Source: an optimization exercise on an open RTL-to-GDS flow (aim: small area). Production flows keep margins and buffers that such runs may drop. The RTL was checked by simulation tests, not by an equivalence proof against the original design. The clock port is modelled as an ideal driver; clocking choices that lean on that would not hold on a real chip. Power and IR drop assume default switching activity.

// ddr_main
module ddr_main (
    input        clk,
    input        rst,
    input        btnU,
    input        btnD,
    input        btnL,
    input        btnR,
    input  [7:0] sw,
    output [7:0] led,
    output [6:0] seg,
    output [3:0] an
);
localparam [1:0] ST_GAME = 2'd0, ST_PAUSE = 2'd1, ST_RESET = 2'd2;
reg [1:0] state;
wire s_game  = (state == ST_GAME);
wire s_pause = (state == ST_PAUSE);
wire s_reset = (state == ST_RESET);
reg [2:1] pu, pd, pl, pr;    
reg pu0, pd0, pl0, pr0;      
reg isU, isD, isL, isR;      
always @(posedge clk)
    if (rst) begin
        pu <= 0; pd <= 0; pl <= 0; pr <= 0;
    end else begin
        pu <= {btnU, pu[2]};
        pd <= {btnD, pd[2]};
        pl <= {btnL, pl[2]};
        pr <= {btnR, pr[2]};
    end
always @(posedge clk) begin
    pu0 <= pu[1]; pd0 <= pd[1]; pl0 <= pl[1]; pr0 <= pr[1];
    isU <= ~pu0 & pu[1];
    isD <= ~pd0 & pd[1];
    isL <= ~pl0 & pl[1];
    isR <= ~pr0 & pr[1];
end
wire game_rst = pr[2] | pr[1];
wire combo_en = pl[1] | pl0;
always @(posedge clk)
    if (rst)
        state <= ST_RESET;
    else
        state <= sw[0] ? (game_rst ? ST_RESET : ST_PAUSE) : ST_GAME;
reg ddv, den;
reg [7:0] dv;
always @(posedge clk) begin
    if (rst || s_reset) begin
        den <= 1'b0;
        dv <= 8'd0;
    end else begin
        den <= ddv;
        if (den) dv <= {dv[6:0], dv[7] ^ dv[5] ^ dv[4] ^ dv[3] ^ (dv[6:0] == 7'd0)};
    end
    ddv <= ~s_reset & ~ddv;
end
wire met  = |dv;                  
wire tick = (dv == 8'd1) & ddv;   
reg [6:0] rr;
reg nb;
always @(posedge clk)
    if (s_reset) begin
        rr <= sw[7:1];
        nb <= 1'b0;
    end else if (tick) begin
        nb <= ~(rr[6] ^ rr[5]);
        rr <= {nb, rr[6:1]};
    end
reg [3:0] next_mask;
wire [3:0] next_nmask = ~next_mask;
always @* begin
    case (rr % 7'd11)
        7'd0:  next_mask = 4'b1000;
        7'd1:  next_mask = 4'b0100;
        7'd2:  next_mask = 4'b0010;
        7'd3:  next_mask = 4'b0001;
        7'd4:  next_mask = 4'b1100;
        7'd5:  next_mask = 4'b1010;
        7'd6:  next_mask = 4'b1001;
        7'd7:  next_mask = 4'b0110;
        7'd8:  next_mask = 4'b0101;
        7'd9:  next_mask = 4'b0011;
        default: next_mask = 4'b0000;
    endcase
end
reg [2:1] pm;    
reg pm0, isM;    
always @(posedge clk) begin
    if (rst)
        pm <= 0;
    else
        pm <= {met, pm[2]};
  ...
clock: 16.0 ns
lec_check: 0
abc_area: 1
cap_margin: 20
core_margin: 2
core_utilization: 75
slew_margin: 20
standard.sh (not shown) runs the stock make flow with config.mk's settings and CLKGATE_MAP_FILE= SYNTH_SCRIPT=/design/flow/synth_recipe.tcl, a recipe that flattens the netlist after the stock synthesis.
==> flow/flow/run.sh <==
#!/bin/bash
# Own layout flow: the standard synthesis, then an area re-mapping of the
# combinational logic (registers untouched), then the standard layout steps
# with the clock tree built without dummy loads.
set -euo pipefail
W=$(pwd)
R=$W/orfs/results/${FLOW_PLATFORM}/ddr_main/base
YOSYS=yosys
if ! command -v yosys >/dev/null 2>&1; then
  YOSYS=$FLOW_HOME/../tools/install/yosys/bin/yosys
fi

bash standard.sh synth > $W/log_synth.txt 2>&1
cp $R/1_2_yosys.v $W/standard_synth.v
# Re-map the combinational logic with several ABC scripts in parallel and
# keep the smallest netlist.
R2="balance; rewrite; refactor; balance; rewrite; rewrite -z; balance; refactor -z; rewrite -z; balance"
mkdir -p $W/reopt
SCRIPTS="$W/flow/area.abc $W/flow/area_lut.abc"
for seed in ${DEEP_SEEDS:-$(seq 1 22)}; do
  printf "strash\n$R2\n&get -n\n&deepsyn -S $seed -T ${DEEP_T:-30}\n&put\ndch -f\namap\n" > $W/reopt/deep$seed.abc
  SCRIPTS="$SCRIPTS $W/reopt/deep$seed.abc"
done
n=0
for sc in $SCRIPTS; do
  n=$((n+1))
  REOPT_IN=$W/standard_synth.v REOPT_OUT=$W/reopt/r$n.v REOPT_ABC=$sc \
    $YOSYS -c $W/flow/reopt.tcl > $W/reopt/log_r$n.txt 2>&1 &
  if (( n % ${NUM_CORES:-4} == 0 )); then wait; fi
done
wait
best=""
best_area=1e18
for f in $W/reopt/r*.v; do
  a=$(sed -n "s/.*Chip area for module '.ddr_main': \([0-9.]*\).*/\1/p" $f.after.txt)
  echo "$f $a" >> $W/log_reopt.txt
  if awk "BEGIN{exit !($a < $best_area)}"; then best=$f; best_area=$a; fi
done
echo "best $best $best_area" >> $W/log_reopt.txt
cp $best $W/reopt.v
cp $W/reopt.v $R/1_2_yosys.v
touch $R/1_2_yosys.v

CTS="-sink_clustering_enable -repair_clock_nets -dont_use_dummy_load"
CTS="$CTS -buf_list sky130_fd_sc_hd__clkbuf_8 -sink_clustering_size 40 -sink_clustering_max_diameter 200"
BUF="-inputs -outputs -buffer_cell sky130_fd_sc_hd__buf_1"
bash standard.sh "CTS_ARGS=$CTS" "BUFFER_PORTS_ARGS=$BUF" \
  "PRE_CTS_TCL=$W/flow/pre_cts.tcl" "CLK_SLEW_TARGET=0.095" ${STOP_AT:-finish} > $W/log_layout.txt 2>&1
Other scripts of this flow, unchanged in this note and not shown: flow/flow/area.abc, flow/flow/area_lut.abc, flow/flow/downsize.tcl, flow/flow/pre_cts.tcl, flow/flow/reopt.tcl
Edit:
--- a/flow/design.v
+++ b/flow/design.v
@@ -228,60 +228,59 @@
         dp2 <= 0; dp1 <= 0;
     end else if (den) begin
         dp2 <= met;
         dp1 <= dp2;
     end
 always @(posedge clk)
     if (den) disM <= ~dp1 & dp2;
-wire [4:0] tsel = combo_en ? cT : sT;
-reg [4:0] tcode;
-always @* begin
-    case (tsel)
-        5'd10: tcode = 5'b10111;
-        5'd11: tcode = 5'b11011;
-        5'd12: tcode = 5'b11101;
-        5'd13: tcode = 5'b11110;
-        5'd14: tcode = 5'b10011;
-        5'd15: tcode = 5'b10101;
-        5'd16: tcode = 5'b10110;
-        default: tcode = {1'b0, tsel[3:0]};
-    endcase
-end
 reg dmode;            
 reg [4:0] n0;
 reg [3:0] n1, n2, n3;
 reg [1:0] trk;
 reg shown;
 always @(posedge clk)
     if (rst) begin
-        dmode <= 0; n0 <= 5'h1f; n1 <= 4'hf; n2 <= 4'hf; n3 <= 4'hf;
+        dmode <= 0; n0 <= 5'h0f; n1 <= 4'hf; n2 <= 4'hf; n3 <= 4'hf;
         trk <= 0; shown <= 0;
     end else if (den) begin
         if (s_game && disM) begin
             dmode <= 1'b0;
-            n0 <= {1'b1, q0}; n1 <= q1; n2 <= q2; n3 <= q3;
+            n0 <= {1'b0, q0}; n1 <= q1; n2 <= q2; n3 <= q3;
         end else if (s_pause) begin
             dmode <= 1'b1;
-            n0 <= tcode;
             if (combo_en) begin
-                n1 <= cH; n2 <= cE; n3 <= cO;
+                n0 <= cT; n1 <= cH; n2 <= cE; n3 <= cO;
             end else begin
-                n1 <= sH; n2 <= sE; n3 <= sO;
+                n0 <= sT; n1 <= sH; n2 <= sE; n3 <= sO;
             end
         end
         trk <= trk + 2'd1;
         shown <= 1'b1;
     end
-reg [4:0] cur;        
+reg [4:0] cur;
 always @* begin
     case (trk)
         2'd0: cur = n0;
-        2'd1: cur = {~dmode, n1};
-        2'd2: cur = {~dmode, n2};
-        default: cur = {~dmode, n3};
+        2'd1: cur = {1'b0, n1};
+        2'd2: cur = {1'b0, n2};
+        default: cur = {1'b0, n3};
+    endcase
+end
+reg [3:0] namask;
+always @* begin
+    if (!dmode) namask = cur[3:0];
+    else case (cur)
+        5'd10: namask = 4'b0111;
+        5'd11: namask = 4'b1011;
+        5'd12: namask = 4'b1101;
+        5'd13: namask = 4'b1110;
+        5'd14: namask = 4'b0011;
+        5'd15: namask = 4'b0101;
+        5'd16: namask = 4'b0110;
+        default: namask = 4'b1111;
     endcase
 end
 reg [6:0] dseg;
 always @* begin
     case (cur[3:0])
         4'd0: dseg = 7'b1000000;
         4'd1: dseg = 7'b1111001;
@@ -291,13 +290,13 @@
         4'd5: dseg = 7'b0010010;
         4'd6: dseg = 7'b0000010;
         4'd7: dseg = 7'b1111000;
         4'd8: dseg = 7'b0000000;
         default: dseg = 7'b0011000;
     endcase
 end
-wire [6:0] aseg = {1'b1, cur[1], cur[1], cur[2], cur[0], cur[0], cur[3]};
-wire is_digit = ~cur[4];
+wire [6:0] aseg = {1'b1, namask[1], namask[1], namask[2], namask[0], namask[0], namask[3]};
+wire is_digit = dmode & (cur < 5'd10);
 assign seg = is_digit ? dseg : aseg;
 assign an  = !shown ? 4'b1111 : ~(4'b1000 >> trk);
 assign led = {4'b0001 << mul, hitC, hitI, state};
 endmodule
Sequential share of layout area climbs by 0.43 points.
Setup slack got worse by 0.37 ns.
Total power drops slightly.
Routed wire length drops by a few percent.
Clock skew climbs by 0.020 ns.
Final area drops slightly.

## re-timing with driven ports
Ports are ideal in the flow. The routed layouts listed here were re-timed in OpenROAD. Step 1, drivers: a clkbuf_16 drives clk and a buf_2 each remaining input, both assumed. Step 2 times the ports against the registers' clock, not the clock port: input delays grow and output delays shrink by t, the midpoint of the rising clock arrivals with the driver on. Slacks: ideal / step 1 / step 2; pairs: ideal / step 1.
run | t (ns) | slack for setup (ns) | worst register clock-pin slew, ns | worst data-port slew with drivers (ns)
the first run | 0.717 | 9.654 / 9.620 / 10.195 | 0.09 / 0.09 | 0.03
the second run | 0.557 | 9.287 / 9.255 / 9.812 | 0.10 / 0.10 | 0.03
After both steps setup and hold are still met in every run listed.
